Background: an optimization exercise with open tools, aiming at small area. Do not read the settings as production practice. Function was checked by simulation only, so behaviour that the tests miss may differ from the original.

==> flow/design.v <==
module rgb_to_ycrcb(input clk,
	input [7:0] r,
	input [7:0] g,
	input [7:0] b,
	output [7:0] y,
	output [7:0] cr,
	output [7:0] cb);
reg r1_1;
reg r1_2;
reg r1_3;
reg r1_4;
reg r1_5;
reg r1_6;
reg r1_7;
reg r1_8;
reg g1_9;
reg g1_10;
reg g1_11;
reg g1_12;
reg g1_13;
reg g1_14;
reg g1_15;
reg g1_16;
reg b1_17;
reg b1_18;
reg b1_19;
reg b1_20;
reg b1_21;
reg b1_22;
reg b1_23;
reg b1_24;
reg w2_220;
reg w2_221;
reg w2_222;
reg w2_223;
reg w2_224;
reg w2_225;
reg w2_226;
reg w2_227;
reg w2_228;
reg w2_229;
reg w2_230;
reg w2_231;
reg w2_232;
reg w2_233;
reg w2_234;
reg w2_235;
reg r2_236;
reg r2_237;
reg r2_238;
reg r2_239;
reg r2_240;
reg r2_241;
reg r2_242;
reg r2_243;
reg b2_244;
reg b2_245;
reg b2_246;
reg b2_247;
reg b2_248;
reg b2_249;
reg b2_250;
reg b2_251;
reg cr3_686;
reg cr3_687;
reg cr3_688;
reg cr3_689;
reg cr3_690;
reg cr3_691;
reg cr3_692;
reg cr3_693;
reg cb3_694;
reg cb3_695;
reg cb3_696;
reg cb3_697;
reg cb3_698;
reg cb3_699;
reg cb3_700;
reg cb3_701;
reg y3_702;
reg y3_703;
reg y3_704;
reg y3_705;
reg y3_706;
reg y3_707;
reg y3_708;
reg y3_709;
wire s25;
wire c26;
wire s27;
wire c28;
wire s29;
wire c30;
wire s31;
wire c32;
wire s33;
wire c34;
wire s35;
wire c36;
wire s37;
wire c38;
wire s39;
wire c40;
wire s41;
wire c42;
wire s43;
wire c44;
wire s45;
wire c46;
wire s47;
wire c48;
wire s49;
wire c50;
wire s51;
wire c52;
wire s53;
wire c54;
wire s55;
wire c56;
wire s57;
wire c58;
wire s59;
wire c60;
wire s61;
wire c62;
wire s63;
wire c64;
wire s65;
wire c66;
wire s67;
wire c68;
wire s69;
wire c70;
wire s71;
wire c72;
wire s73;
wire c74;
wire s75;
wire c76;
wire s77;
wire c78;
wire s79;
wire c80;
wire s81;
wire c82;
wire s83;
wire c84;
wire s85;
wire c86;
wire s87;
wire c88;
wire s89;
wire c90;
wire s91;
wire c92;
wire s93;
wire c94;
wire s95;
wire c96;
wire s97;
wire c98;
wire s99;
wire c100;
wire s101;
wire c102;
wire s103;
wire c104;
wire s105;
wire c106;
wire s107;
wire c108;
wire s109;
wire c110;
wire s111;
wire c112;
wire s113;
wire c114;
wire s115;
wire c116;
wire s117;
wire c118;
wire s119;
wire c120;
wire s121;
wire c122;
wire s123;
wire c124;
wire s125;
wire c126;
wire s127;
wire c128;
wire s129;
wire c130;
wire s131;
wire c132;
wire s133;
wire c134;
wire s135;
wire c136;
wire p137;
wire p138;
wire p139;
wire p140;
wire p141;
wire p142;
wire p143;
wire p144;
wire p145;
wire p146;
wire p147;
wire p148;
wire p149;
wire p150;
wire p151;
wire p152;
wire p153;
wire p154;
wire p155;
wire p156;
wire p157;
wire p158;
wire p159;
wire p160;
wire p161;
wire p162;
wire q163;
wire g164;
wire q165;
wire g166;
wire q167;
wire g168;
wire q169;
wire g170;
wire q171;
wire g172;
wire q173;
wire g174;
wire q175;
wire g176;
wire q177;
wire g178;
wire q179;
wire g180;
wire q181;
wire g182;
wire q183;
wire g184;
wire q185;
wire g186;
wire q187;
wire g188;
wire q189;
wire g190;
wire q191;
wire g192;
wire q193;
wire g194;
wire q195;
wire g196;
wire q197;
wire g198;
wire q199;
wire g200;
wire q201;
wire g202;
wire q203;
wire g204;
wire q205;
wire o206;
wire o207;
wire o208;
wire o209;
wire o210;
wire o211;
wire o212;
wire o213;
wire o214;
wire o215;
wire o216;
wire o217;
wire o218;
wire o219;
wire i252;
wire i253;
wire i254;
wire i255;
wire i256;
wire i257;
wire i258;
wire i259;
wire i260;
wire p261;
wire p262;
wire p263;
wire p264;
wire p265;
wire p266;
wire p267;
wire p268;
wire p269;
wire p270;
wire p271;
wire p272;
wire p273;
wire p274;
wire p275;
wire p276;
wire g277;
wire q278;
wire g279;
wire q280;
wire g281;
wire q282;
wire g283;
wire q284;
wire g285;
wire q286;
wire g287;
wire q288;
wire g289;
wire q290;
wire g291;
wire q292;
wire g293;
wire q294;
wire g295;
wire q296;
wire g297;
wire q298;
wire o299;
wire o300;
wire o301;
wire o302;
wire o303;
wire o304;
wire o305;
wire o306;
wire p307;
wire p308;
wire p309;
wire p310;
wire p311;
wire p312;
wire p313;
wire p314;
wire p315;
wire p316;
wire p317;
wire p318;
wire p319;
wire p320;
wire p321;
wire p322;
wire g323;
wire q324;
wire g325;
wire q326;
wire g327;
wire q328;
wire g329;
wire q330;
wire g331;
wire q332;
wire g333;
wire q334;
wire g335;
wire q336;
wire g337;
wire q338;
wire g339;
wire q340;
wire g341;
wire q342;
wire g343;
wire q344;
wire o345;
wire o346;
wire o347;
wire o348;
wire o349;
wire o350;
wire o351;
wire o352;
wire y353;
wire y354;
wire y355;
wire y356;
wire y357;
wire y358;
wire y359;
wire y360;
wire i361;
wire i362;
wire i363;
wire i364;
wire i365;
wire i366;
wire i367;
wire i368;
wire i369;
wire i370;
wire i371;
wire i372;
wire i373;
wire i374;
wire i375;
wire i376;
wire s377;
wire c378;
wire s379;
wire c380;
wire s381;
wire c382;
wire s383;
wire c384;
wire s385;
wire c386;
wire s387;
wire c388;
wire s389;
wire c390;
wire s391;
wire c392;
wire s393;
wire c394;
wire s395;
wire c396;
wire s397;
wire c398;
wire s399;
wire c400;
wire s401;
wire c402;
wire s403;
wire c404;
wire s405;
wire c406;
wire s407;
wire c408;
wire s409;
wire c410;
wire s411;
wire c412;
wire s413;
wire c414;
wire s415;
wire c416;
wire s417;
wire c418;
wire s419;
wire c420;
wire s421;
wire c422;
wire s423;
wire c424;
wire s425;
wire c426;
wire s427;
wire c428;
wire s429;
wire c430;
wire s431;
wire c432;
wire s433;
wire c434;
wire s435;
wire c436;
wire s437;
wire c438;
wire s439;
wire c440;
wire s441;
wire c442;
wire s443;
wire c444;
wire s445;
wire c446;
wire p447;
wire p448;
wire p449;
wire p450;
wire p451;
wire p452;
wire p453;
wire p454;
wire p455;
wire p456;
wire p457;
wire p458;
wire p459;
wire p460;
wire p461;
wire p462;
wire p463;
wire p464;
wire p465;
wire p466;
wire p467;
wire p468;
wire p469;
wire p470;
wire p471;
wire p472;
wire p473;
wire p474;
wire p475;
wire p476;
wire p477;
wire p478;
wire p479;
wire p480;
wire p481;
wire p482;
wire p483;
wire p484;
wire p485;
wire p486;
wire q487;
wire g488;
wire q489;
wire g490;
wire q491;
wire g492;
wire q493;
wire g494;
wire q495;
wire g496;
wire q497;
wire g498;
wire q499;
wire g500;
wire q501;
wire g502;
wire q503;
wire g504;
wire q505;
wire q506;
wire g507;
wire q508;
wire g509;
wire q510;
wire g511;
wire q512;
wire g513;
wire q514;
wire g515;
wire q516;
wire g517;
wire q518;
wire g519;
wire q520;
wire g521;
wire q522;
wire g523;
wire q524;
wire g525;
wire q526;
wire g527;
wire q528;
wire g529;
wire q530;
wire g531;
wire q532;
wire q533;
wire g534;
wire q535;
wire g536;
wire q537;
wire g538;
wire q539;
wire g540;
wire q541;
wire g542;
wire q543;
wire g544;
wire q545;
wire g546;
wire q547;
wire g548;
wire q549;
wire g550;
wire q551;
wire o552;
wire o553;
wire o554;
wire o555;
wire o556;
wire o557;
wire o558;
wire o559;
wire i560;
wire s561;
wire c562;
wire s563;
wire c564;
wire s565;
wire c566;
wire s567;
wire c568;
wire s569;
wire c570;
wire s571;
wire c572;
wire s573;
wire c574;
wire s575;
wire c576;
wire s577;
wire c578;
wire s579;
wire c580;
wire s581;
wire c582;
wire s583;
wire c584;
wire i585;
wire i586;
wire p587;
wire p588;
wire p589;
wire p590;
wire p591;
wire p592;
wire p593;
wire p594;
wire p595;
wire p596;
wire p597;
wire p598;
wire p599;
wire p600;
wire p601;
wire p602;
wire p603;
wire p604;
wire p605;
wire p606;
wire p607;
wire p608;
wire p609;
wire p610;
wire p611;
wire p612;
wire p613;
wire p614;
wire p615;
wire p616;
wire p617;
wire p618;
wire p619;
wire p620;
wire g621;
wire q622;
wire q623;
wire g624;
wire q625;
wire g626;
wire q627;
wire g628;
wire q629;
wire g630;
wire q631;
wire g632;
wire q633;
wire g634;
wire q635;
wire g636;
wire q637;
wire g638;
wire q639;
wire g640;
wire q641;
wire g642;
wire q643;
wire g644;
wire q645;
wire g646;
wire q647;
wire g648;
wire q649;
wire g650;
wire q651;
wire g652;
wire q653;
wire g654;
wire q655;
wire g656;
wire q657;
wire g658;
wire q659;
wire g660;
wire q661;
wire g662;
wire q663;
wire g664;
wire q665;
wire g666;
wire q667;
wire g668;
wire q669;
wire g670;
wire q671;
wire g672;
wire q673;
wire g674;
wire q675;
wire g676;
wire q677;
wire o678;
wire o679;
wire o680;
wire o681;
wire o682;
wire o683;
wire o684;
wire o685;
always @(posedge clk) r1_1 <= r[0];
always @(posedge clk) r1_2 <= r[1];
always @(posedge clk) r1_3 <= r[2];
always @(posedge clk) r1_4 <= r[3];
always @(posedge clk) r1_5 <= r[4];
always @(posedge clk) r1_6 <= r[5];
always @(posedge clk) r1_7 <= r[6];
always @(posedge clk) r1_8 <= r[7];
always @(posedge clk) g1_9 <= g[0];
always @(posedge clk) g1_10 <= g[1];
always @(posedge clk) g1_11 <= g[2];
always @(posedge clk) g1_12 <= g[3];
always @(posedge clk) g1_13 <= g[4];
always @(posedge clk) g1_14 <= g[5];
always @(posedge clk) g1_15 <= g[6];
always @(posedge clk) g1_16 <= g[7];
always @(posedge clk) b1_17 <= b[0];
always @(posedge clk) b1_18 <= b[1];
always @(posedge clk) b1_19 <= b[2];
always @(posedge clk) b1_20 <= b[3];
always @(posedge clk) b1_21 <= b[4];
always @(posedge clk) b1_22 <= b[5];
always @(posedge clk) b1_23 <= b[6];
always @(posedge clk) b1_24 <= b[7];
add2 u_s25 (.a(r1_4), .b(r1_3), .s(s25), .co(c26));
add3 u_s27 (.a(r1_5), .b(r1_4), .c(r1_1), .s(s27), .co(c28));
add2 u_s29 (.a(g1_14), .b(g1_13), .s(s29), .co(c30));
add3 u_s31 (.a(r1_6), .b(r1_5), .c(r1_2), .s(s31), .co(c32));
add3 u_s33 (.a(g1_15), .b(g1_14), .c(g1_12), .s(s33), .co(c34));
add2 u_s35 (.a(g1_9), .b(b1_22), .s(s35), .co(c36));
add3 u_s37 (.a(r1_7), .b(r1_6), .c(r1_3), .s(s37), .co(c38));
add3 u_s39 (.a(g1_16), .b(g1_15), .c(g1_13), .s(s39), .co(c40));
add3 u_s41 (.a(g1_10), .b(b1_23), .c(b1_20), .s(s41), .co(c42));
add3 u_s43 (.a(r1_8), .b(r1_7), .c(r1_4), .s(s43), .co(c44));
add3 u_s45 (.a(g1_16), .b(g1_14), .c(g1_11), .s(s45), .co(c46));
add2 u_s47 (.a(b1_24), .b(b1_21), .s(s47), .co(c48));
add3 u_s49 (.a(r1_8), .b(r1_5), .c(g1_15), .s(s49), .co(c50));
add2 u_s51 (.a(r1_2), .b(r1_1), .s(s51), .co(c52));
add3 u_s53 (.a(r1_3), .b(r1_2), .c(g1_12), .s(s53), .co(c54));
add2 u_s55 (.a(g1_11), .b(g1_9), .s(s55), .co(c56));
add3 u_s57 (.a(g1_13), .b(g1_12), .c(g1_10), .s(s57), .co(c58));
add3 u_s59 (.a(b1_20), .b(b1_17), .c(s25), .s(s59), .co(c60));
add3 u_s61 (.a(g1_11), .b(b1_21), .c(b1_18), .s(s61), .co(c62));
add3 u_s63 (.a(c26), .b(s29), .c(s27), .s(s63), .co(c64));
add3 u_s65 (.a(b1_19), .b(c30), .c(s35), .s(s65), .co(c66));
add3 u_s67 (.a(c28), .b(s31), .c(s33), .s(s67), .co(c68));
add3 u_s69 (.a(c36), .b(c32), .c(c34), .s(s69), .co(c70));
add3 u_s71 (.a(s37), .b(s39), .c(s41), .s(s71), .co(c72));
add3 u_s73 (.a(s47), .b(c38), .c(c40), .s(s73), .co(c74));
add3 u_s75 (.a(c42), .b(s43), .c(s45), .s(s75), .co(c76));
add3 u_s77 (.a(g1_12), .b(b1_22), .c(c48), .s(s77), .co(c78));
add3 u_s79 (.a(c44), .b(c46), .c(s49), .s(s79), .co(c80));
add3 u_s81 (.a(r1_6), .b(g1_16), .c(g1_13), .s(s81), .co(c82));
add2 u_s83 (.a(b1_23), .b(c50), .s(s83), .co(c84));
add2 u_s85 (.a(r1_7), .b(g1_14), .s(s85), .co(c86));
add2 u_s87 (.a(r1_1), .b(g1_10), .s(s87), .co(c88));
add3 u_s89 (.a(g1_11), .b(g1_10), .c(b1_18), .s(s89), .co(c90));
add3 u_s91 (.a(b1_19), .b(c52), .c(s55), .s(s91), .co(c92));
add3 u_s93 (.a(c56), .b(c54), .c(s57), .s(s93), .co(c94));
add3 u_s95 (.a(c58), .b(s61), .c(c60), .s(s95), .co(c96));
add3 u_s97 (.a(c62), .b(s65), .c(c64), .s(s97), .co(c98));
add3 u_s99 (.a(c66), .b(s69), .c(c68), .s(s99), .co(c100));
add3 u_s101 (.a(c70), .b(s73), .c(c72), .s(s101), .co(c102));
add3 u_s103 (.a(s77), .b(c74), .c(c76), .s(s103), .co(c104));
add3 u_s105 (.a(s81), .b(c78), .c(s83), .s(s105), .co(c106));
add3 u_s107 (.a(b1_24), .b(s85), .c(c82), .s(s107), .co(c108));
add2 u_s109 (.a(r1_8), .b(g1_15), .s(s109), .co(c110));
add2 u_s111 (.a(g1_9), .b(b1_17), .s(s111), .co(c112));
add3 u_s113 (.a(c88), .b(s51), .c(s89), .s(s113), .co(c114));
add3 u_s115 (.a(c90), .b(s53), .c(s91), .s(s115), .co(c116));
add3 u_s117 (.a(c92), .b(s59), .c(s93), .s(s117), .co(c118));
add3 u_s119 (.a(c94), .b(s63), .c(s95), .s(s119), .co(c120));
add3 u_s121 (.a(s67), .b(c96), .c(s97), .s(s121), .co(c122));
add3 u_s123 (.a(s71), .b(c98), .c(s99), .s(s123), .co(c124));
add3 u_s125 (.a(s75), .b(c100), .c(s101), .s(s125), .co(c126));
add3 u_s127 (.a(s79), .b(c102), .c(s103), .s(s127), .co(c128));
add3 u_s129 (.a(c80), .b(s105), .c(c104), .s(s129), .co(c130));
add3 u_s131 (.a(c84), .b(s107), .c(c106), .s(s131), .co(c132));
add3 u_s133 (.a(c86), .b(s109), .c(c108), .s(s133), .co(c134));
add2 u_s135 (.a(g1_16), .b(c110), .s(s135), .co(c136));
assign p137 = s87 ^ s111;
assign p138 = s87 & s111;
assign p139 = s113 ^ c112;
assign p140 = s113 & c112;
assign p141 = s115 ^ c114;
assign p142 = s115 & c114;
assign p143 = s117 ^ c116;
assign p144 = s117 & c116;
assign p145 = s119 ^ c118;
assign p146 = s119 & c118;
assign p147 = s121 ^ c120;
assign p148 = s121 & c120;
assign p149 = s123 ^ c122;
assign p150 = s123 & c122;
assign p151 = s125 ^ c124;
assign p152 = s125 & c124;
assign p153 = s127 ^ c126;
assign p154 = s127 & c126;
assign p155 = s129 ^ c128;
assign p156 = s129 & c128;
assign p157 = s131 ^ c130;
assign p158 = s131 & c130;
assign p159 = s133 ^ c132;
assign p160 = s133 & c132;
assign p161 = s135 ^ c134;
assign p162 = s135 & c134;
assign q163 = p137 & g1_9;
assign g164 = p142 | (p141 & p140);
assign q165 = p141 & p139;
assign g166 = p146 | (p145 & p144);
assign q167 = p145 & p143;
assign g168 = p150 | (p149 & p148);
assign q169 = p149 & p147;
assign g170 = p154 | (p153 & p152);
assign q171 = p153 & p151;
assign g172 = p158 | (p157 & p156);
assign q173 = p157 & p155;
assign g174 = p162 | (p161 & p160);
assign q175 = p161 & p159;
assign g176 = g164 | (q165 & p138);
assign q177 = q165 & q163;
assign g178 = g168 | (q169 & g166);
assign q179 = q169 & q167;
assign g180 = g172 | (q173 & g170);
assign q181 = q173 & q171;
assign g182 = g178 | (q179 & g176);
assign q183 = q179 & q177;
assign g184 = g180 | (q181 & g182);
assign q185 = q181 & q183;
assign g186 = g166 | (q167 & g176);
assign q187 = q167 & q177;
assign g188 = g170 | (q171 & g182);
assign q189 = q171 & q183;
assign g190 = g174 | (q175 & g184);
assign q191 = q175 & q185;
assign g192 = p140 | (p139 & p138);
assign q193 = p139 & q163;
assign g194 = p144 | (p143 & g176);
assign q195 = p143 & q177;
assign g196 = p148 | (p147 & g186);
assign q197 = p147 & q187;
assign g198 = p152 | (p151 & g182);
assign q199 = p151 & q183;
assign g200 = p156 | (p155 & g188);
assign q201 = p155 & q189;
assign g202 = p160 | (p159 & g184);
assign q203 = p159 & q185;
assign g204 = 1'b0 | (c136 & g190);
assign q205 = c136 & q191;
assign o206 = p139 ^ p138;
assign o207 = p141 ^ g192;
assign o208 = p143 ^ g176;
assign o209 = p145 ^ g194;
assign o210 = p147 ^ g186;
assign o211 = p149 ^ g196;
assign o212 = p151 ^ g182;
assign o213 = p153 ^ g198;
assign o214 = p155 ^ g188;
assign o215 = p157 ^ g200;
assign o216 = p159 ^ g184;
assign o217 = p161 ^ g202;
assign o218 = c136 ^ g190;
assign o219 = 1'b0 ^ g204;
always @(posedge clk) w2_220 <= g1_9;
always @(posedge clk) w2_221 <= p137;
always @(posedge clk) w2_222 <= o206;
always @(posedge clk) w2_223 <= o207;
always @(posedge clk) w2_224 <= o208;
always @(posedge clk) w2_225 <= o209;
always @(posedge clk) w2_226 <= o210;
always @(posedge clk) w2_227 <= o211;
always @(posedge clk) w2_228 <= o212;
always @(posedge clk) w2_229 <= o213;
always @(posedge clk) w2_230 <= o214;
always @(posedge clk) w2_231 <= o215;
always @(posedge clk) w2_232 <= o216;
always @(posedge clk) w2_233 <= o217;
always @(posedge clk) w2_234 <= o218;
always @(posedge clk) w2_235 <= o219;
always @(posedge clk) r2_236 <= r1_1;
always @(posedge clk) r2_237 <= r1_2;
always @(posedge clk) r2_238 <= r1_3;
always @(posedge clk) r2_239 <= r1_4;
always @(posedge clk) r2_240 <= r1_5;
always @(posedge clk) r2_241 <= r1_6;
always @(posedge clk) r2_242 <= r1_7;
always @(posedge clk) r2_243 <= r1_8;
always @(posedge clk) b2_244 <= b1_17;
always @(posedge clk) b2_245 <= b1_18;
always @(posedge clk) b2_246 <= b1_19;
always @(posedge clk) b2_247 <= b1_20;
always @(posedge clk) b2_248 <= b1_21;
always @(posedge clk) b2_249 <= b1_22;
always @(posedge clk) b2_250 <= b1_23;
always @(posedge clk) b2_251 <= b1_24;
assign i252 = ~w2_227;
assign i253 = ~w2_228;
assign i254 = ~w2_229;
assign i255 = ~w2_230;
assign i256 = ~w2_231;
assign i257 = ~w2_232;
assign i258 = ~w2_233;
assign i259 = ~w2_234;
assign i260 = ~w2_235;
assign p261 = r2_236 ^ i252;
assign p262 = r2_236 & i252;
assign p263 = r2_237 ^ i253;
assign p264 = r2_237 & i253;
assign p265 = r2_238 ^ i254;
assign p266 = r2_238 & i254;
assign p267 = r2_239 ^ i255;
assign p268 = r2_239 & i255;
assign p269 = r2_240 ^ i256;
assign p270 = r2_240 & i256;
assign p271 = r2_241 ^ i257;
assign p272 = r2_241 & i257;
assign p273 = r2_242 ^ i258;
assign p274 = r2_242 & i258;
assign p275 = r2_243 ^ i259;
assign p276 = r2_243 & i259;
assign g277 = p264 | (p263 & p262);
assign q278 = p263 & p261;
assign g279 = p268 | (p267 & p266);
assign q280 = p267 & p265;
assign g281 = p272 | (p271 & p270);
assign q282 = p271 & p269;
assign g283 = p276 | (p275 & p274);
assign q284 = p275 & p273;
assign g285 = g279 | (q280 & g277);
assign q286 = q280 & q278;
assign g287 = g283 | (q284 & g281);
assign q288 = q284 & q282;
assign g289 = g287 | (q288 & g285);
assign q290 = q288 & q286;
assign g291 = g281 | (q282 & g285);
assign q292 = q282 & q286;
assign g293 = p266 | (p265 & g277);
assign q294 = p265 & q278;
assign g295 = p270 | (p269 & g285);
assign q296 = p269 & q286;
assign g297 = p274 | (p273 & g291);
assign q298 = p273 & q292;
assign o299 = p263 ^ p262;
assign o300 = p265 ^ g277;
assign o301 = p267 ^ g293;
assign o302 = p269 ^ g285;
assign o303 = p271 ^ g295;
assign o304 = p273 ^ g291;
assign o305 = p275 ^ g297;
assign o306 = i260 ^ g289;
assign p307 = b2_244 ^ i252;
assign p308 = b2_244 & i252;
assign p309 = b2_245 ^ i253;
assign p310 = b2_245 & i253;
assign p311 = b2_246 ^ i254;
assign p312 = b2_246 & i254;
assign p313 = b2_247 ^ i255;
assign p314 = b2_247 & i255;
assign p315 = b2_248 ^ i256;
assign p316 = b2_248 & i256;
assign p317 = b2_249 ^ i257;
assign p318 = b2_249 & i257;
assign p319 = b2_250 ^ i258;
assign p320 = b2_250 & i258;
assign p321 = b2_251 ^ i259;
assign p322 = b2_251 & i259;
assign g323 = p310 | (p309 & p308);
assign q324 = p309 & p307;
assign g325 = p314 | (p313 & p312);
assign q326 = p313 & p311;
assign g327 = p318 | (p317 & p316);
assign q328 = p317 & p315;
assign g329 = p322 | (p321 & p320);
assign q330 = p321 & p319;
assign g331 = g325 | (q326 & g323);
assign q332 = q326 & q324;
assign g333 = g329 | (q330 & g327);
assign q334 = q330 & q328;
assign g335 = g333 | (q334 & g331);
assign q336 = q334 & q332;
assign g337 = g327 | (q328 & g331);
assign q338 = q328 & q332;
assign g339 = p312 | (p311 & g323);
assign q340 = p311 & q324;
assign g341 = p316 | (p315 & g331);
assign q342 = p315 & q332;
assign g343 = p320 | (p319 & g337);
assign q344 = p319 & q338;
assign o345 = p309 ^ p308;
assign o346 = p311 ^ g323;
assign o347 = p313 ^ g339;
assign o348 = p315 ^ g331;
assign o349 = p317 ^ g341;
assign o350 = p319 ^ g337;
assign o351 = p321 ^ g343;
assign o352 = i260 ^ g335;
assign y353 = w2_227 | w2_235;
assign y354 = w2_228 | w2_235;
assign y355 = w2_229 | w2_235;
assign y356 = w2_230 | w2_235;
assign y357 = w2_231 | w2_235;
assign y358 = w2_232 | w2_235;
assign y359 = w2_233 | w2_235;
assign y360 = w2_234 | w2_235;
assign i361 = ~w2_220;
assign i362 = ~w2_221;
assign i363 = ~w2_222;
assign i364 = ~w2_223;
assign i365 = ~w2_224;
assign i366 = ~w2_225;
assign i367 = ~w2_226;
assign i368 = ~o306;
assign i369 = ~p261;
assign i370 = ~o299;
assign i371 = ~o300;
assign i372 = ~o301;
assign i373 = ~o302;
assign i374 = ~o303;
assign i375 = ~o304;
assign i376 = ~o305;
add2 u_s377 (.a(w2_223), .b(w2_226), .s(s377), .co(c378));
add2 u_s379 (.a(w2_224), .b(i363), .s(s379), .co(c380));
add2 u_s381 (.a(w2_225), .b(i364), .s(s381), .co(c382));
add2 u_s383 (.a(w2_226), .b(i365), .s(s383), .co(c384));
add2 u_s385 (.a(i366), .b(i369), .s(s385), .co(c386));
add2 u_s387 (.a(i367), .b(i370), .s(s387), .co(c388));
add2 u_s389 (.a(p261), .b(i371), .s(s389), .co(c390));
assign s391 = ~(o299 ^ i372);
assign c392 = o299 | i372;
add2 u_s393 (.a(w2_225), .b(i361), .s(s393), .co(c394));
add3 u_s395 (.a(w2_222), .b(i362), .c(s377), .s(s395), .co(c396));
add3 u_s397 (.a(c378), .b(s379), .c(i369), .s(s397), .co(c398));
add3 u_s399 (.a(c380), .b(s381), .c(i370), .s(s399), .co(c400));
add3 u_s401 (.a(c382), .b(s383), .c(i371), .s(s401), .co(c402));
add3 u_s403 (.a(c384), .b(s385), .c(i372), .s(s403), .co(c404));
add3 u_s405 (.a(c386), .b(s387), .c(i373), .s(s405), .co(c406));
add3 u_s407 (.a(c388), .b(s389), .c(i374), .s(s407), .co(c408));
add3 u_s409 (.a(c390), .b(o306), .c(i375), .s(s409), .co(c410));
add3 u_s411 (.a(i371), .b(i373), .c(c392), .s(s411), .co(c412));
add3 u_s413 (.a(o300), .b(o301), .c(o306), .s(s413), .co(c414));
add2 u_s415 (.a(w2_220), .b(w2_223), .s(s415), .co(c416));
add3 u_s417 (.a(w2_221), .b(w2_224), .c(w2_226), .s(s417), .co(c418));
add3 u_s419 (.a(i363), .b(s393), .c(i369), .s(s419), .co(c420));
add3 u_s421 (.a(c394), .b(i370), .c(s395), .s(s421), .co(c422));
add3 u_s423 (.a(c396), .b(i371), .c(s397), .s(s423), .co(c424));
add3 u_s425 (.a(c398), .b(i372), .c(s399), .s(s425), .co(c426));
add3 u_s427 (.a(i373), .b(c400), .c(s401), .s(s427), .co(c428));
add3 u_s429 (.a(i374), .b(c402), .c(s403), .s(s429), .co(c430));
add3 u_s431 (.a(i375), .b(c404), .c(s405), .s(s431), .co(c432));
add3 u_s433 (.a(i376), .b(c406), .c(s407), .s(s433), .co(c434));
add3 u_s435 (.a(s391), .b(c408), .c(s409), .s(s435), .co(c436));
add3 u_s437 (.a(i376), .b(c410), .c(s411), .s(s437), .co(c438));
add3 u_s439 (.a(i374), .b(s413), .c(c412), .s(s439), .co(c440));
add3 u_s441 (.a(i373), .b(i375), .c(c414), .s(s441), .co(c442));
add3 u_s443 (.a(o302), .b(i374), .c(i376), .s(s443), .co(c444));
add3 u_s445 (.a(o304), .b(o306), .c(o303), .s(s445), .co(c446));
assign p447 = w2_220 & w2_222;
assign p448 = w2_220 | w2_222;
assign p449 = w2_221 & w2_223;
assign p450 = w2_221 | w2_223;
assign p451 = w2_222 & w2_224;
assign p452 = w2_222 | w2_224;
assign p453 = w2_225 & s415;
assign p454 = w2_225 | s415;
assign p455 = s417 & c416;
assign p456 = s417 | c416;
assign p457 = s419 & c418;
assign p458 = s419 | c418;
assign p459 = s421 & c420;
assign p460 = s421 | c420;
assign p461 = s423 & c422;
assign p462 = s423 | c422;
assign p463 = s425 & c424;
assign p464 = s425 | c424;
assign p465 = s427 & c426;
assign p466 = s427 | c426;
assign p467 = s429 & c428;
assign p468 = s429 | c428;
assign p469 = s431 & c430;
assign p470 = s431 | c430;
assign p471 = s433 ^ c432;
assign p472 = s433 & c432;
assign p473 = s435 ^ c434;
assign p474 = s435 & c434;
assign p475 = s437 ^ c436;
assign p476 = s437 & c436;
assign p477 = s439 ^ c438;
assign p478 = s439 & c438;
assign p479 = s441 ^ c440;
assign p480 = s441 & c440;
assign p481 = s443 ^ c442;
assign p482 = s443 & c442;
assign p483 = s445 ^ c444;
assign p484 = s445 & c444;
assign p485 = o305 ^ c446;
assign p486 = o305 & c446;
assign q487 = w2_221 & w2_220;
assign g488 = p449 | (p450 & p447);
assign q489 = p450 & p448;
assign g490 = p453 | (p454 & p451);
assign q491 = p454 & p452;
assign g492 = p457 | (p458 & p455);
assign q493 = p458 & p456;
assign g494 = p461 | (p462 & p459);
assign q495 = p462 & p460;
assign g496 = p465 | (p466 & p463);
assign q497 = p466 & p464;
assign g498 = p469 | (p470 & p467);
assign q499 = p470 & p468;
assign g500 = p474 | (p473 & p472);
assign q501 = p473 & p471;
assign g502 = p478 | (p477 & p476);
assign q503 = p477 & p475;
assign g504 = p482 | (p481 & p480);
assign q505 = p481 & p479;
assign q506 = q489 & q487;
assign g507 = g492 | (q493 & g490);
assign q508 = q493 & q491;
assign g509 = g496 | (q497 & g494);
assign q510 = q497 & q495;
assign g511 = g500 | (q501 & g498);
assign q512 = q501 & q499;
assign g513 = g504 | (q505 & g502);
assign q514 = q505 & q503;
assign g515 = g507 | (q508 & g488);
assign q516 = q508 & q506;
assign g517 = g511 | (q512 & g509);
assign q518 = q512 & q510;
assign g519 = g517 | (q518 & g515);
assign q520 = q518 & q516;
assign g521 = g509 | (q510 & g515);
assign q522 = q510 & q516;
assign g523 = g513 | (q514 & g519);
assign q524 = q514 & q520;
assign g525 = g490 | (q491 & g488);
assign q526 = q491 & q506;
assign g527 = g494 | (q495 & g515);
assign q528 = q495 & q516;
assign g529 = g498 | (q499 & g521);
assign q530 = q499 & q522;
assign g531 = g502 | (q503 & g519);
assign q532 = q503 & q520;
assign q533 = p448 & q487;
assign g534 = p451 | (p452 & g488);
assign q535 = p452 & q506;
assign g536 = p455 | (p456 & g525);
assign q537 = p456 & q526;
assign g538 = p459 | (p460 & g515);
assign q539 = p460 & q516;
assign g540 = p463 | (p464 & g527);
assign q541 = p464 & q528;
assign g542 = p467 | (p468 & g521);
assign q543 = p468 & q522;
assign g544 = p472 | (p471 & g529);
assign q545 = p471 & q530;
assign g546 = p476 | (p475 & g519);
assign q547 = p475 & q520;
assign g548 = p480 | (p479 & g531);
assign q549 = p479 & q532;
assign g550 = p484 | (p483 & g523);
assign q551 = p483 & q524;
assign o552 = p471 ^ g529;
assign o553 = p473 ^ g544;
assign o554 = p475 ^ g519;
assign o555 = p477 ^ g546;
assign o556 = p479 ^ g531;
assign o557 = p481 ^ g548;
assign o558 = p483 ^ g523;
assign o559 = p485 ^ g550;
assign i560 = ~o352;
add2 u_s561 (.a(i362), .b(i365), .s(s561), .co(c562));
add2 u_s563 (.a(i363), .b(i366), .s(s563), .co(c564));
add2 u_s565 (.a(i364), .b(i367), .s(s565), .co(c566));
add2 u_s567 (.a(i365), .b(p307), .s(s567), .co(c568));
add2 u_s569 (.a(i366), .b(o345), .s(s569), .co(c570));
add2 u_s571 (.a(i367), .b(o346), .s(s571), .co(c572));
add2 u_s573 (.a(p307), .b(o347), .s(s573), .co(c574));
add2 u_s575 (.a(o345), .b(o348), .s(s575), .co(c576));
add2 u_s577 (.a(o346), .b(o349), .s(s577), .co(c578));
add2 u_s579 (.a(o347), .b(o350), .s(s579), .co(c580));
add2 u_s581 (.a(o348), .b(o351), .s(s581), .co(c582));
assign s583 = ~(o349 ^ i560);
assign c584 = o349 | i560;
assign i585 = ~o350;
assign i586 = ~o351;
assign p587 = 1'b1 & i361;
assign p588 = 1'b1 | i361;
assign p589 = i364 & w2_220;
assign p590 = i364 | w2_220;
assign p591 = s561 & i361;
assign p592 = s561 | i361;
assign p593 = s563 & c562;
assign p594 = s563 | c562;
assign p595 = s565 & c564;
assign p596 = s565 | c564;
assign p597 = s567 & c566;
assign p598 = s567 | c566;
assign p599 = s569 & c568;
assign p600 = s569 | c568;
assign p601 = s571 & c570;
assign p602 = s571 | c570;
assign p603 = s573 & c572;
assign p604 = s573 | c572;
assign p605 = s575 ^ c574;
assign p606 = s575 & c574;
assign p607 = s577 ^ c576;
assign p608 = s577 & c576;
assign p609 = s579 ^ c578;
assign p610 = s579 & c578;
assign p611 = s581 ^ c580;
assign p612 = s581 & c580;
assign p613 = s583 ^ c582;
assign p614 = s583 & c582;
assign p615 = i585 ^ c584;
assign p616 = i585 & c584;
assign p617 = i586 ^ o350;
assign p618 = i586 & o350;
assign p619 = o352 ^ o351;
assign p620 = o352 & o351;
assign g621 = 1'b0 | (i362 & p587);
assign q622 = i362 & p588;
assign q623 = p590 & i363;
assign g624 = p593 | (p594 & p591);
assign q625 = p594 & p592;
assign g626 = p597 | (p598 & p595);
assign q627 = p598 & p596;
assign g628 = p601 | (p602 & p599);
assign q629 = p602 & p600;
assign g630 = p606 | (p605 & p603);
assign q631 = p605 & p604;
assign g632 = p610 | (p609 & p608);
assign q633 = p609 & p607;
assign g634 = p614 | (p613 & p612);
assign q635 = p613 & p611;
assign g636 = p618 | (p617 & p616);
assign q637 = p617 & p615;
assign g638 = p589 | (q623 & g621);
assign q639 = q623 & q622;
assign g640 = g626 | (q627 & g624);
assign q641 = q627 & q625;
assign g642 = g630 | (q631 & g628);
assign q643 = q631 & q629;
assign g644 = g634 | (q635 & g632);
assign q645 = q635 & q633;
assign g646 = g640 | (q641 & g638);
assign q647 = q641 & q639;
assign g648 = g644 | (q645 & g642);
assign q649 = q645 & q643;
assign g650 = g648 | (q649 & g646);
assign q651 = q649 & q647;
assign g652 = g642 | (q643 & g646);
assign q653 = q643 & q647;
assign g654 = g624 | (q625 & g638);
assign q655 = q625 & q639;
assign g656 = g628 | (q629 & g646);
assign q657 = q629 & q647;
assign g658 = g632 | (q633 & g652);
assign q659 = q633 & q653;
assign g660 = g636 | (q637 & g650);
assign q661 = q637 & q651;
assign g662 = 1'b0 | (i363 & g621);
assign q663 = i363 & q622;
assign g664 = p591 | (p592 & g638);
assign q665 = p592 & q639;
assign g666 = p595 | (p596 & g654);
assign q667 = p596 & q655;
assign g668 = p599 | (p600 & g646);
assign q669 = p600 & q647;
assign g670 = p603 | (p604 & g656);
assign q671 = p604 & q657;
assign g672 = p608 | (p607 & g652);
assign q673 = p607 & q653;
assign g674 = p612 | (p611 & g658);
assign q675 = p611 & q659;
assign g676 = p616 | (p615 & g650);
assign q677 = p615 & q651;
assign o678 = p605 ^ g670;
assign o679 = p607 ^ g652;
assign o680 = p609 ^ g672;
assign o681 = p611 ^ g658;
assign o682 = p613 ^ g674;
assign o683 = p615 ^ g650;
assign o684 = p617 ^ g676;
assign o685 = p619 ^ g660;
always @(posedge clk) cr3_686 <= o552;
always @(posedge clk) cr3_687 <= o553;
always @(posedge clk) cr3_688 <= o554;
always @(posedge clk) cr3_689 <= o555;
always @(posedge clk) cr3_690 <= o556;
always @(posedge clk) cr3_691 <= o557;
always @(posedge clk) cr3_692 <= o558;
always @(posedge clk) cr3_693 <= o559;
always @(posedge clk) cb3_694 <= o678;
always @(posedge clk) cb3_695 <= o679;
always @(posedge clk) cb3_696 <= o680;
always @(posedge clk) cb3_697 <= o681;
always @(posedge clk) cb3_698 <= o682;
always @(posedge clk) cb3_699 <= o683;
always @(posedge clk) cb3_700 <= o684;
always @(posedge clk) cb3_701 <= o685;
always @(posedge clk) y3_702 <= y353;
always @(posedge clk) y3_703 <= y354;
always @(posedge clk) y3_704 <= y355;
always @(posedge clk) y3_705 <= y356;
always @(posedge clk) y3_706 <= y357;
always @(posedge clk) y3_707 <= y358;
always @(posedge clk) y3_708 <= y359;
always @(posedge clk) y3_709 <= y360;
assign y = {y3_709, y3_708, y3_707, y3_706, y3_705, y3_704, y3_703, y3_702};
assign cr = {cr3_693, cr3_692, cr3_691, cr3_690, cr3_689, cr3_688, cr3_687, cr3_686};
assign cb = {cb3_701, cb3_700, cb3_699, cb3_698, cb3_697, cb3_696, cb3_695, cb3_694};
endmodule
module add3(input a, input b, input c, output s, output co);
assign s = a ^ b ^ c;
assign co = (a & b) | (a & c) | (b & c);
endmodule
module add2(input a, input b, output s, output co);
assign s = a ^ b;
assign co = a & b;
endmodule
==> flow/flow/run.sh <==
#!/bin/bash
bash standard.sh > standard.log 2>&1
==> flow/standard.sh <==
#!/bin/bash
# synth_recipe.tcl (not shown) runs the flow's synth.tcl, then flattens the netlist and writes it again
# the make line also repeats each setting of config.mk as NAME=value (left out here)
make -C /OpenROAD-flow-scripts/flow DESIGN_CONFIG=/design/flow/config.mk WORK_HOME=/design/flow/orfs CLKGATE_MAP_FILE= SYNTH_SCRIPT=/design/flow/synth_recipe.tcl "${@:-finish}"
==> flow/config.mk <==
export PLATFORM = sky130hd
export DESIGN_NAME = rgb_to_ycrcb
export DESIGN_NICKNAME = rgb_to_ycrcb
export VERILOG_FILES = /design/flow/design.v
export SDC_FILE = /design/flow/constraint.sdc
export NUM_CORES = 4
export LEC_CHECK = 0
export CAP_MARGIN = 20
export CORE_MARGIN = 2
export CORE_UTILIZATION = 40
export SLEW_MARGIN = 20
export SYNTH_HIERARCHICAL = 1
export SYNTH_MINIMUM_KEEP_SIZE = 0
==> flow/constraint.sdc <==
create_clock -name core_clock -period 5.0 [get_ports {clk}]
set_input_delay 1.0000 -clock core_clock [delete_from_list [all_inputs] [get_ports {clk}]]
set_output_delay 1.0000 -clock core_clock [all_outputs]
set_load 0.01 [all_outputs]
==> results of run 1 <==
## through the flow
step	cell area (µm²)	hold WS, ns	setup slack (ns)
2_1_floorplan	5590	0.375	0.292
3_3_place_gp	6130	0.418	0.163
3_5_place_dp	6130	0.421	0.00712
4_1_cts	6460	0.430	0.0346
5_1_grt	6570	0.444	-0.0340
6_report	6570	0.418	0.184
## Yosys cell counts (6+ instances only)
cell type and instances:
fa_1 90, dfxtp_1 80, ha_1 75, inv_1 44, buf_4 24, xor2_1 18
a21oi_1 15, a21o_1 13, nor2_1 9, or2_2 9, nand2_1 7, o21ai_0 7
xnor2_1 7, nor3_1 6
## repair_timing
| action | CTS | global route |
|---|---|---|
| hold buffers | 0 | 0 |
| endpoints found under the setup margin | 1 | 2 |
| gates resized for setup | 1 | 17 |
| setup buffers | 0 | 8 |
| cloned | 0 | 0 |
| pin swaps | 0 | 16 |
## kinds of logic (layout without fill, tap and decap cells)
group | count (synthesis) | after routing | synth area share (%)
xor gates and xnor gates | 25 | 25 | 3.92
AOI/OAI and AO/OA | 59 | 59 | 7.18
buffers and inverters | 69 | 119 | 6.24
and+or+nand+nor | 47 | 47 | 4.43
adders and majority gates | 168 | 168 | 49.6
DFF | 80 | 80 | 28.6
## worst max-delay path: cells and delay by family (launching register included)
kind	cells	cell delay, ns
xor+xnor	2	0.27
fa+ha+maj	7	2.57
simple gates	2	0.27
buf+inv	3	0.13
compound gates	6	1.15
flops	1	0.33
## placed cells by master, fill, tap and decap left out, types with 3 or more instances in the layout
master           Yosys  routed
fa_1                90      88
ha_1                75      72
xnor2_1              7       6
or2_2                9       9
o22ai_1              3       3
inv_2                0       5
nor3_1               6       6
inv_1               44      39
buf_4               24      11
dfxtp_1             80      79
nor2_1               9       9
a21o_1              13      13
nor2b_1              4       4
nand2_1              7       7
clkbuf_16            0       9
a21oi_1             15      14
o21ai_0              7       6
a31oi_1              4       4
xor2_1              18      16
and2_1               4       4
nand3_1              3       3
clkdlybuf4s50_1      0      48
## final timing paths
kind | endpoint | cells after the start | from
worst min register to register | b2_251$_DFF_P_ | 0 | b1_24$_DFF_P_
worst max register to register | cr3_693$_DFF_P_ | 20 | w2_227$_DFF_P_
worst min-delay path | b2_251$_DFF_P_ | 0 | b1_24$_DFF_P_
worst max-delay path | cr3_693$_DFF_P_ | 20 | w2_227$_DFF_P_
## per-layer routing
layer	track usage, %	share of wire (%)	vias to the layer above
li1	-	-	1561
met1	18.5	44	1607
met2	26.1	50	66
met3	3.67	3.6	22
met4	6.11	2.3	0
met5	0	0	-
## cell type report
| class | instances | share of cell area, % |
|---|---|---|
| Sequential cell | 80 | 24.4 |
| Multi-Input combinational cell | 299 | 56.3 |
| Clock buffer | 11 | 3.85 |
| Timing Repair Buffer | 59 | 8.57 |
| Tap cell | 180 | 3.43 |
| Clock inverter | 5 | 0.952 |
| Inverter | 44 | 2.51 |
## Yosys stat by module (local to each module, per instance)
module	cell area [µm²]	cells inside	times used	flops+latches
rgb_to_ycrcb	3810	347	1	80
add3	20.0	1	69	0
add2	12.5	1	32	0
==> summary.md, run 1 <==
| Metric | Value |
|---|---|
| Worst Path Arrival | a little over 5 ns |
| Non-filler instance count after layout | 678 |
| Top cell type's share of synthesized area | approximately a third |
| Setup violators final | 0 |
| # port buffers | 48 |
| Syn nets | 638 |
| Setup_tns | 0 ns |
| Yosys top cell by area | fa_1 |
| Crit-path max cell delay | around 0.6 ns |
| Final hold viol count | 0 |
| Core ar. | 0.0138 mm² |
| Fin crit share | about 96% |
| Post-synth EDFFs | 0 |
| Ys async rst share | 0% |
| CP Launch Type | flip-flop |
| Syn Inst Count | 448 |
| Max Root-Sink Buffers | 2 |
| FF+latch area | 0.00160 mm² |
| Via count | 3,256 |
| Initial Utilization | 40.6% |
| Crit-path max FO | 4 |
| Tmin final | between 4 and 5 ns |
| Sink Count | 80 |
| Worst path slowest cell | fa_1 |
| Top-Level Pins | between 40 and 50 |
| Top cells by area, synth | fa_1 (32%), dfxtp_1 (29%), ha_1 (17%) |
| Drt initial violations | 105 |
| Die W | between 100 and 150 µm |
| CP Cell Sequence | inv_2, ha_2, inv_2, fa_2, inv_2, a21o_1, a21o_1, a21o_1, a21oi_2, fa_1, fa_1, fa_1, ha_4, nor2b_1, o211ai_1, nand3_1, a31o_2, fa_2, xor2_1, xnor2_1 |
| Area Growth Syn to Fin | 17.5% |
| Worst hold-check path type | reg2reg |
| Global-route wire length before repair | between 15,000 and 20,000 µm |
| # H-tree levels | 3 |
| Final slew viol count | 0 |
| Residual DRC | 0 |
| Final nets | between 600 and 700 |
| Area of the multi-input gates | about 0.0037 mm² |
| Proportion of layout cells with a drive suffix above 1 | between 10% and 20% |
| Worst reg2reg setup slack | between 0.15 and 0.2 ns |
| Synth Flop Type | dfxtp_1 |
| Post-synthesis sequential area ratio | 28.6% |
| Skew-Pair Late Insertion Delay | 0.34 ns |
| Die ar. | 0.0149 mm² |
| Initial antenna violation count | 0 |
| Diodes inserted | 0 |
| Global placer's final weighted congestion | ~0.80 |
| TritonRoute pass-1 iters | 4 |
| Post-route antenna net violation count | 0 |
| Synth warn | 7 |
| Vias in the first global route | between 3,000 and 4,000 |
| DP HPWL | about 8500 µm |
| Largest net degree at the start of global routing | 15 |
| Clock Pin Slew Worst Setup and Hold Paths | approximately 0.06 ns |
| Skew final | 0.00848 ns |
| Syn avg cell area | 12.5 µm² |
| Post-layout util | approximately 48% |
| Overflow after GRT | 0 |
| CTS buffer count | 9 |
| CTS tree | built |
| WS Path Type | reg2reg |
| Status | no timing/DRC/antenna violations |
| Root Buffer Master | clkbuf_16 |
| Dpl cells | 654 |
| Filler Cell Count | 1,273 |
| Worst EP required | ~5.2 ns |
| Total track usage | between 10% and 20% |
| Relative slew margins | 71.7% |
| Max cap viols | 0 |
| Synthesized area | between 0.005 and 0.006 mm² |
| Detailed Route WL | 10,200 µm |
| CP Capture Type | flip-flop |
| Wirelength per Cell | about 15 µm |
| Distinct cell type count after synthesis | 41 |
| Max Clk Rate | about 210 MHz |
| Worst Tran Pin Value | ~0.42 ns |
| Std-Cell Rows | 43 |
| Via density | approximately 4.8 |
| Die Y | 122 µm |
| Flops & latches, synth | 80 |
==> run 2: changes to the inputs <==
==> flow/run.sh (new file) <==
#!/bin/bash
# synth_recipe.tcl (not shown) runs the flow's synth.tcl, then flattens the netlist and writes it again
# the make line also repeats each setting of config.mk as NAME=value (left out here)
make -C /OpenROAD-flow-scripts/flow DESIGN_CONFIG=/design/flow/config.mk WORK_HOME=/design/flow/orfs CLKGATE_MAP_FILE= SYNTH_SCRIPT=/design/flow/synth_recipe.tcl finish
removed: flow/flow/run.sh
removed: flow/standard.sh
==> summary.md, run 2 <==
| Metric | Value |
|---|---|
| Synth Flop Type | dfxtp_1 |
| Non-filler instance count after layout | 678 (unchanged) |
| Most frequent cells in the layout | fa_1 (88), dfxtp_1 (79), ha_1 (72) |
| WS Path Type | reg2reg |
| Post-CTS Hold Buffers | 0 (unchanged) |
| Syn Inst Count | 448 (unchanged) |
| Largest net degree at the start of global routing | 15 (unchanged) |
| Status | no timing/DRC/antenna violations |
| Top cells by area, synth | fa_1 (32%), dfxtp_1 (29%), ha_1 (17%) |
| Most common library cell in the layout ignoring fill and taps | fa_1 |
| Max cap viols | 0 (unchanged) |
| Final slew viol count | 0 (unchanged) |
| Max Clk Rate | 208 MHz (unchanged) |
| Critical path buffers and inverters | 3 (unchanged) |
| Vias in the first global route | 3,625 (unchanged) |
| Max Root-Sink Buffers | 2 (unchanged) |
| Global placer's final weighted congestion | 0.797 (unchanged) |
| Final hold viol count | 0 (unchanged) |
| Post-synth top cells | fa_1 (90), dfxtp_1 (80), ha_1 (75), inv_1 (44), buf_4 (24) |
| Relative slew margins | 71.7% (unchanged) |
| Detailed Route WL | 10,200 µm (unchanged) |
| Setup violators final | 0 (unchanged) |
| Core ar. | 0.0138 mm² (unchanged) |
| Die Y | 122 µm (unchanged) |
| Dpl cells | 654 (unchanged) |
| Min-Delay Startpoint | b1_24$_DFF_P_ |
| Global-route wire length before repair | 17,200 µm (unchanged) |
| Initial Utilization | 40.6% (unchanged) |
| Sink Count | 80 (unchanged) |
| Setup WS pre-CTS | 0.00712 ns (unchanged) |
| CP Launch Type | flip-flop |
| Final nets | 683 (unchanged) |
| Syn nets | 638 (unchanged) |
| Worst Tran Pin Value | 0.424 ns (unchanged) |
| Crit-path max FO | 4 (unchanged) |
| # H-tree levels | 3 (unchanged) |
| Initial antenna violation count | 0 (unchanged) |
| Total track usage | 15.2% (unchanged) |
| Clock Pin Slew Worst Setup and Hold Paths | 0.06 ns (about the same) |
| TritonRoute pass-1 iters | 4 (unchanged) |
| Flops & latches, synth | 80 (unchanged) |
| Diodes inserted | 0 (unchanged) |
| Fin crit share | 96.3% (unchanged) |
| Area Growth Syn to Fin | 17.5% (unchanged) |
| Overflow after GRT | 0 (unchanged) |
| CTS buffer count | 9 (unchanged) |
| Tmin final | 4.82 ns (unchanged) |
| R2r startpoint | w2_227$_DFF_P_ |
| Worst EP required | 5.23 ns (about the same) |
| Post-synthesis sequential area ratio | 28.6% (unchanged) |
| Synthesized area | 0.00559 mm² (unchanged) |
| Residual DRC | 0 (unchanged) |
| Skew final | 0.00848 ns (unchanged) |
| Final worst slack | 0.184 ns (unchanged) |
| Yosys top cell by area | fa_1 |
| Crit path from | w2_227$_DFF_P_ |
| # port buffers | 48 (unchanged) |
| Post-layout util | 47.7% (unchanged) |
| Skew-Pair Late Insertion Delay | 0.34 ns (about the same) |
| Most common cell in the netlist | fa_1 |
| CP Cell Sequence | inv_2, ha_2, inv_2, fa_2, inv_2, a21o_1, a21o_1, a21o_1, a21oi_2, fa_1, fa_1, fa_1, ha_4, nor2b_1, o211ai_1, nand3_1, a31o_2, fa_2, xor2_1, xnor2_1 |
| Ys async rst share | 0% (unchanged) |
| Worst Path Arrival | 5.04 ns (about the same) |
| Crit-path max cell delay | 0.60 ns (about the same) |
| Die W | 122 µm (unchanged) |
| DP HPWL | 8520 µm (unchanged) |
| Via density | 4.80 (unchanged) |
| Distinct cell type count after synthesis | 41 (unchanged) |
| Worst hold-check path type | reg2reg |
| CTS tree | built |
| Std-Cell Rows | 43 (unchanged) |
| Proportion of layout cells with a drive suffix above 1 | 11.4% (unchanged) |
| Top cell type's share of synthesized area | 32.2% (unchanged) |
| Wirelength per Cell | 15.1 µm (unchanged) |
| Top delay family on crit path | adder cells |
| Drt initial violations | 105 (unchanged) |
| CP Capture Type | flip-flop |
| Die ar. | 0.0149 mm² (unchanged) |
| Filler Cell Count | 1,273 (unchanged) |
| Synth warn | 7 (unchanged) |
| Root Buffer Master | clkbuf_16 |
| Via count | 3,256 (unchanged) |
| Syn avg cell area | 12.5 µm² (unchanged) |
| Post-route antenna net violation count | 0 (unchanged) |
| Worst path slowest cell | fa_1 |
| Post-synth EDFFs | 0 (unchanged) |
| Top-Level Pins | 49 (unchanged) |
[run 2: cell counts after synthesis]
No cell type changed its count.
[run 2: layer usage]
layer	track usage (%)	wire (µm)	part of all wire [%]
met3	3.67	371	3.6
met2	26.1	5100	50
met4	6.11	237	2.3
met1	18.5	4510	44
met5	0	0	0
[run 2: final cells by class]
| class | count | area, µm² | area share (%) |
|---|---|---|---|
| Tap cell | 180 | 225 | 3.43 |
| Inverter | 44 | 165 | 2.51 |
| Sequential cell | 80 | 1600 | 24.4 |
| Clock buffer | 11 | 253 | 3.85 |
| Multi-Input combinational cell | 299 | 3700 | 56.3 |
| Clock inverter | 5 | 62.6 | 0.952 |
| Timing Repair Buffer | 59 | 563 | 8.57 |
[run 2: path summary, 6_finish.rpt]
| path | endpoint | slack (ns) | cells past startpoint |
|---|---|---|---|
| setup / recovery | cr3_693$_DFF_P_ | 0.18 | 20 |
| hold / removal | b2_251$_DFF_P_ | 0.42 | 0 |
| setup reg to reg | cr3_693$_DFF_P_ | 0.18 | 20 |
| hold reg to reg | b2_251$_DFF_P_ | 0.42 | 0 |
[run 2: repair_timing]
action	4_1_cts	5_1_grt
setup buffers	0	8
gates resized for setup	1	17
pin swaps	0	16
setup endpoints to repair	1	2
[run 2: cell families after synthesis]
kind of cell	share of synthesized area (%)
buf+inv	6.24
fa+ha+maj	49.6
simple gates	4.43
xor+xnor	3.92
flops	28.6
compound gates	7.18
[run 2: per-module statistics from Yosys (local to each module, per instance)]
module / times used / area [µm²] / cells inside
rgb_to_ycrcb: 1 / 3810 / 347
add3: 69 / 20.0 / 1
add2: 32 / 12.5 / 1
[run 2: per-stage QoR]
stage                     cell area, µm²  setup TNS [ns]  hold WS [ns]
after floorplan                     5590               0         0.375
after global placement              6130               0         0.418
after detailed placement            6130               0         0.421
after CTS                           6460               0         0.430
after global routing                6570         -0.0340         0.444
final                               6570               0         0.418
==> run 3: changes to the inputs <==
==> flow/flow/run.sh (new file) <==
#!/bin/bash
bash standard.sh "BUFFER_PORTS_ARGS=-buffer_cell sky130_fd_sc_hd__buf_1" finish > standard.log 2>&1
==> flow/standard.sh (new file) <==
#!/bin/bash
# synth_recipe.tcl (not shown) runs the flow's synth.tcl, then flattens the netlist and writes it again
# the make line also repeats each setting of config.mk as NAME=value (left out here)
make -C /OpenROAD-flow-scripts/flow DESIGN_CONFIG=/design/flow/config.mk WORK_HOME=/design/flow/orfs CLKGATE_MAP_FILE= SYNTH_SCRIPT=/design/flow/synth_recipe.tcl "${@:-finish}"
removed: flow/run.sh
==> summary.md, run 3 <==
| Metric | Value |
|---|---|
| Post-layout util | 45.1% (-2.6 points) |
| Flops & latches, synth | 80 (unchanged) |
| Global-route wire length before repair | 16,900 µm (-1.9%) |
| Worst reg2reg setup slack | 0.21 ns (+0.03 ns) |
| CP Launch Type | flip-flop |
| Vias in the first global route | 3,559 (-1.8%) |
| WS Path Type | reg2reg |
| Total track usage | 14.9% (-0.34 points) |
| Most common cell in the netlist | fa_1 |
| Worst Tran Pin Value | 0.429 ns (+0.00549 ns) |
| Via count | 3,215 (-1.3%) |
| Post-synth top cells | fa_1 (90), dfxtp_1 (80), ha_1 (75), inv_1 (44), buf_4 (24) |
| Worst hold-check path type | reg2reg |
| Post-CTS Hold Buffers | 0 (unchanged) |
| Worst Path Arrival | 5.01 ns (-0.03 ns) |
| Grt peak-use layer | met2 |
| GR Layer Usage met1 | 18.5% (+0.047 points) |
| FF+latch area | 0.00160 mm² (unchanged) |
| Distinct cell type count after synthesis | 41 (unchanged) |
| Initial Utilization | 40.6% (unchanged) |
| Drt initial violations | 171 (+63%) |
| Status | no timing/DRC/antenna violations |
| Syn nets | 638 (unchanged) |
| Area of the multi-input gates | 0.00369 mm² (-0.24%) |
| # H-tree levels | 3 (unchanged) |
| R2R depth | 20 (unchanged) |
| Met2 Usage GRT | 25.0% (-1.1 points) |
| Tmin final | 4.79 ns (-0.0309 ns) |
| Crit-path max FO | 5 (+1) |
| Global placer's final weighted congestion | 0.843 (+5.7%) |
| Worst hold endpoint | b2_244$_DFF_P_ |
| Initial antenna violation count | 0 (unchanged) |
| Syn avg cell area | 12.5 µm² (unchanged) |
| Diodes inserted | 0 (unchanged) |
| Overflow after GRT | 0 (unchanged) |
| Min-Delay Startpoint | b1_17$_DFF_P_ |
| Most common library cell in the layout ignoring fill and taps | fa_1 |
| Syn Inst Count | 448 (unchanged) |
| # port buffers | 48 (unchanged) |
| Die ar. | 0.0149 mm² (unchanged) |
| Worst EP required | 5.23 ns (about the same) |
| Post-synth EDFFs | 0 (unchanged) |
| Clock Pin Slew Worst Setup and Hold Paths | 0.06 ns (about the same) |
| Root Buffer Master | clkbuf_16 |
| Final slew viol count | 0 (unchanged) |
| Setup violators final | 0 (unchanged) |
| Dpl cells | 655 (+0.15%) |
| Top-Level Pins | 49 (unchanged) |
| Setup_tns | 0 ns (unchanged) |
| Min Hold Slack | 0.420 ns (+0.00226 ns) |
| DP HPWL | 8360 µm (-1.9%) |
| Hold depth | 0 (unchanged) |
| Skew final | 0.00688 ns (-0.00160 ns) |
| Non-filler instance count after layout | 677 (-0.15%) |
| Synth Flop Type | dfxtp_1 |
| R2r startpoint | w2_227$_DFF_P_ |
| Max Clk Rate | 209 MHz (+0.65%) |
| Std-Cell Rows | 43 (unchanged) |
| Residual DRC | 0 (unchanged) |
| Met3 Track Usage GR | 3.53% (-0.14 points) |
| Max Root-Sink Buffers | 2 (unchanged) |
| Unrepaired setup endpoints after global routing | no |
| Proportion of layout cells with a drive suffix above 1 | 10.3% (-1.2 points) |
| Yosys top cell by area | fa_1 |
| Skew-Pair Late Insertion Delay | 0.34 ns (about the same) |
| Synthesized area | 0.00559 mm² (unchanged) |
| Setup WS pre-CTS | -0.00365 ns (-0.0108 ns) |
| Relative slew margins | 71.4% (-0.33 points) |
| Via density | 4.75 (-1.1%) |
| Post-synthesis sequential area ratio | 28.6% (unchanged) |
| TritonRoute pass-1 iters | 5 (+1) |
| Sink Count | 80 (unchanged) |
| Fin crit share | 95.7% (-0.62 points) |
| Final nets | 684 (+0.15%) |
| Final hold viol count | 0 (unchanged) |
| Reg2reg end | cr3_693$_DFF_P_ |
| Die Y | 122 µm (unchanged) |
| CTS tree | built |
| Top cell type's share of synthesized area | 32.2% (unchanged) |
| Top cells by area, synth | fa_1 (32%), dfxtp_1 (29%), ha_1 (17%) |
| Area Growth Syn to Fin | 11.2% |
| Ys async rst share | 0% (unchanged) |
| Core ar. | 0.0138 mm² (unchanged) |
| Largest net degree at the start of global routing | 13 (-2) |
| Detailed Route WL | 9830 µm (-3.8%) |
| Die W | 122 µm (unchanged) |
| Most frequent cells in the layout | fa_1 (89), dfxtp_1 (79), ha_1 (74) |
| Post-route antenna net violation count | 0 (unchanged) |
| Synth warn | 7 (unchanged) |
| Max cap viols | 0 (unchanged) |
| CTS buffer count | 9 (unchanged) |
| CP Capture Type | flip-flop |
| Final worst slack | 0.215 ns (+0.0309 ns) |
| Wirelength per Cell | 14.5 µm (-3.6%) |
| Filler Cell Count | 1,309 (+2.8%) |
-- run 3: cell counts after synthesis --
Identical to the previous run, type by type.
-- run 3: repair_timing --
item                       in CTS  in global routing
pin swaps                       0                  9
gates resized for setup         1                 12
setup buffers                   0                  8
setup endpoints to repair       1                  2
-- run 3: kinds of logic after synthesis --
group,share of synthesized area [%]
AO/OA/AOI/OAI,7.18
buffers and inverters,6.24
flip-flops,28.6
adder cells (fa/ha/maj),49.6
AND/OR/NAND/NOR,4.43
XOR/XNOR,3.92
-- run 3: worst max-delay path, cell delays in order, from the launching register on --
cell	delay [ns]
dfxtp_2	0.32
inv_1	0.05
ha_1	0.19
inv_1	0.06
fa_1	0.15
inv_1	0.06
a21o_1	0.15
a21o_1	0.18
a21o_1	0.20
a21oi_2	0.17
fa_1	0.48
fa_1	0.53
fa_1	0.60
ha_4	0.23
nor2b_1	0.13
o211ai_1	0.16
nand3_1	0.13
a31o_2	0.26
fa_2	0.33
xor2_1	0.17
xnor2_1	0.12
-- run 3: layer usage --
layer  vias to the layer above  part of all wire, %
met5                         -                    0
met4                         0                  1.9
met3                        12                  3.3
met2                        53                   49
met1                      1587                   45
li1                       1563                    -
-- run 3: area by class of cell --
cell class                 instances  share of cell area, %
clock buffer                      10                   3.84
clock inverter                     4                  0.362
inverter                          44                   2.66
multi-input combinational        299                   59.4
sequential                        80                   25.8
tap                              180                   3.62
timing repair buffer              60                   4.35
-- run 3: modules after synthesis (local to each module, per instance) --
module,flip-flops and latches,cells,copies in the design,area (µm²)
rgb_to_ycrcb,80,347,1,3810
add3,0,1,69,20.0
add2,0,1,32,12.5
-- run 3: how the worst max path moves through the flow --
stage	start	end	depth (start not counted)
after floorplan	w2_227$_DFF_P_	cr3_693$_DFF_P_	20
after global placement	w2_227$_DFF_P_	cr3_693$_DFF_P_	21
after detailed placement	w2_227$_DFF_P_	cr3_693$_DFF_P_	21
after CTS	w2_227$_DFF_P_	cr3_693$_DFF_P_	20
after global routing	w2_227$_DFF_P_	cr3_693$_DFF_P_	20
final	w2_227$_DFF_P_	cr3_693$_DFF_P_	20
-- run 3: per-stage QoR --
step	area [µm²]
2_1_floorplan	5590
3_3_place_gp	5840
3_5_place_dp	5840
4_1_cts	6110
5_1_grt	6220
6_report	6220
==> run 4: changes to the inputs <==
--- a/flow/config.mk
+++ b/flow/config.mk
@@ -7,7 +7,9 @@
 export LEC_CHECK = 0
 export CAP_MARGIN = 20
 export CORE_MARGIN = 2
-export CORE_UTILIZATION = 40
+export CORE_UTILIZATION = 60
+export CTS_BUF_LIST = sky130_fd_sc_hd__clkbuf_8
+export CTS_CLUSTER_SIZE = 20
 export SLEW_MARGIN = 20
 export SYNTH_HIERARCHICAL = 1
 export SYNTH_MINIMUM_KEEP_SIZE = 0
==> summary.md, run 4 <==
| Metric | Value |
|---|---|
| Status | no timing/DRC/antenna violations |
| DP Area | 0.00577 mm² (-1.2%) |
| Syn nets | 638 (unchanged) |
| Post-synth EDFFs | 0 (unchanged) |
| Tmin final | 4.74 ns (-0.0468 ns) |
| Worst path most repeated cell | fa_1 |
| Worst EP required | 5.26 ns (+0.03 ns) |
| Max Clk Rate | 211 MHz (+0.99%) |
| Via count | 3,179 (-1.1%) |
| Crit-path max cell delay | 0.53 ns (-0.07 ns) |
| Overflow after GRT | 0 (unchanged) |
| CP Launch Type | flip-flop |
| Root Buffer Master | clkbuf_8 |
| Worst Path Arrival | 4.99 ns (-0.02 ns) |
| Most common cell in the netlist | fa_1 |
| Fin crit share | 94.8% (-0.94 points) |
| Yosys top cell by area | fa_1 |
| Initial antenna violation count | 0 (unchanged) |
| CP Cell Sequence | inv_1, ha_1, inv_1, fa_1, inv_1, fa_1, inv_1, ha_1, fa_1, fa_1, ha_1, a21oi_1, nor2b_1, o211ai_1, nand3_1, a31o_2, fa_1, xor2_1, xnor2_1 |
| Proportion of layout cells with a drive suffix above 1 | 8.89% (-1.4 points) |
| CTS buffer count | 9 (unchanged) |
| Crit-path max FO | 3 (-2) |
| Clock Pin Slew Worst Setup and Hold Paths | 0.09 ns (+0.03 ns) |
| Worst path slowest cell | fa_1 |
| Min-Delay Startpoint | b1_24$_DFF_P_ |
| Initial Utilization | 61.1% (+20 points) |
| Worst hold endpoint | b2_251$_DFF_P_ |
| Post-CTS Hold Buffers | 0 (unchanged) |
| R2r startpoint | w2_227$_DFF_P_ |
| Crit path from | w2_227$_DFF_P_ |
| Reg2reg end | cr3_693$_DFF_P_ |
| Area Growth Syn to Fin | 7.95% |
| Post-layout util | 65.9% (+21 points) |
| Hold depth | 0 (unchanged) |
| Skew-Pair Late Insertion Delay | 0.36 ns (+0.02 ns) |
| Non-filler instance count after layout | 606 (-10%) |
| Design area | 0.00603 mm² (-2.9%) |
| Post-synthesis sequential area ratio | 28.6% (unchanged) |
| Sink Count | 80 (unchanged) |
| Worst reg2reg setup slack | 0.26 ns (+0.05 ns) |
| WS Path Type | reg2reg |
| Ys async rst share | 0% (unchanged) |
| Most frequent cells in the layout | fa_1 (90), dfxtp_1 (80), ha_1 (74) |
| Die ar. | 0.0101 mm² (-32%) |
| Drt initial violations | 43 (-75%) |
| Final slew viol count | 0 (unchanged) |
| Via density | 5.25 (+10%) |
run 4: timing repair:
item | in CTS | in global routing
resized for setup | 0 | 7
setup endpoints to repair | 0 | 3
buffers inserted | 0 | 2
run 4: worst max path at each step:
stage | to | cells after the start
after floorplan | cr3_693$_DFF_P_ | 20
after CTS | cr3_693$_DFF_P_ | 21
after detailed placement | cr3_693$_DFF_P_ | 21
after global routing | cr3_693$_DFF_P_ | 20
final | cr3_693$_DFF_P_ | 19
after global placement | cr3_693$_DFF_P_ | 21
run 4: cell families after synthesis:
logic type / after synthesis / share of synthesized area, %
adders and majority gates: 168 / 49.6
buffers and inverters: 69 / 6.24
and+or+nand+nor: 47 / 4.43
xor gates and xnor gates: 25 / 3.92
DFF: 80 / 28.6
AOI/OAI and AO/OA: 59 / 7.18
run 4: Yosys stat by module, one instance, submodules excluded:
module | flip-flops and latches | copies in the design
add2 | 0 | 32
add3 | 0 | 69
rgb_to_ycrcb | 80 | 1
run 4: cell type report:
cell class	count	area (µm²)	share of cell area (%)
clock inverter	6	73.8	1.22
inverter	44	165	2.74
sequential	80	1600	26.5
tap	111	139	2.30
multi-input combinational	299	3680	60.9
clock buffer	10	138	2.28
timing repair buffer	56	240	3.98
run 4: metal layers:
layer	GRT usage [%]	wire [µm]	vias up
li1	-	-	1564
met1	26.2	4240	1531
met2	37.3	4630	68
met3	4.09	300	16
met4	8.11	180	0
met5	0	0	-
run 4: per-stage QoR:
| stage | hold WS [ns] |
|---|---|
| 3_5_place_dp | 0.414 |
| 2_1_floorplan | 0.375 |
| 5_1_grt | 0.436 |
| 6_report | 0.423 |
| 3_3_place_gp | 0.418 |
| 4_1_cts | 0.429 |
run 4: critical path, delay by kind of cell, from the launching register on:
| family | cells | cell delay, ns |
|---|---|---|
| flops | 1 | 0.31 |
| compound gates | 3 | 0.57 |
| simple gates | 2 | 0.18 |
| xor+xnor | 2 | 0.29 |
| buf+inv | 4 | 0.36 |
| fa+ha+maj | 8 | 2.92 |

what the ideal ports hide:
In the flow no input, the clock included, has a driving cell. The finished layouts below were timed again as built, in two steps. Step 1 assumes that a clkbuf_16 drives the clock port and a buf_2 every other input. Step 2 also shifts input and output timing later by t, the mid clock arrival at the registers, as if the neighbouring blocks saw the same clock. Three values: no drivers, after step 1, after step 2; two values: the first two.
run	t, ns	setup slack, ns	worst setup path after step 2	latest minus earliest clock arrival (ns)	pins driven straight from the clock port
run 1	0.374	0.184 / 0.184 / 0.184	register to register	0.011 / 0.011	1
run 2	0.374	0.184 / 0.184 / 0.184	register to register	0.011 / 0.011	1
run 3	0.377	0.215 / 0.215 / 0.215	register to register	0.008 / 0.008	1
run 4	0.392	0.261 / 0.261 / 0.261	register to register	0.013 / 0.013	1
After both steps setup and hold are still met in every run listed.
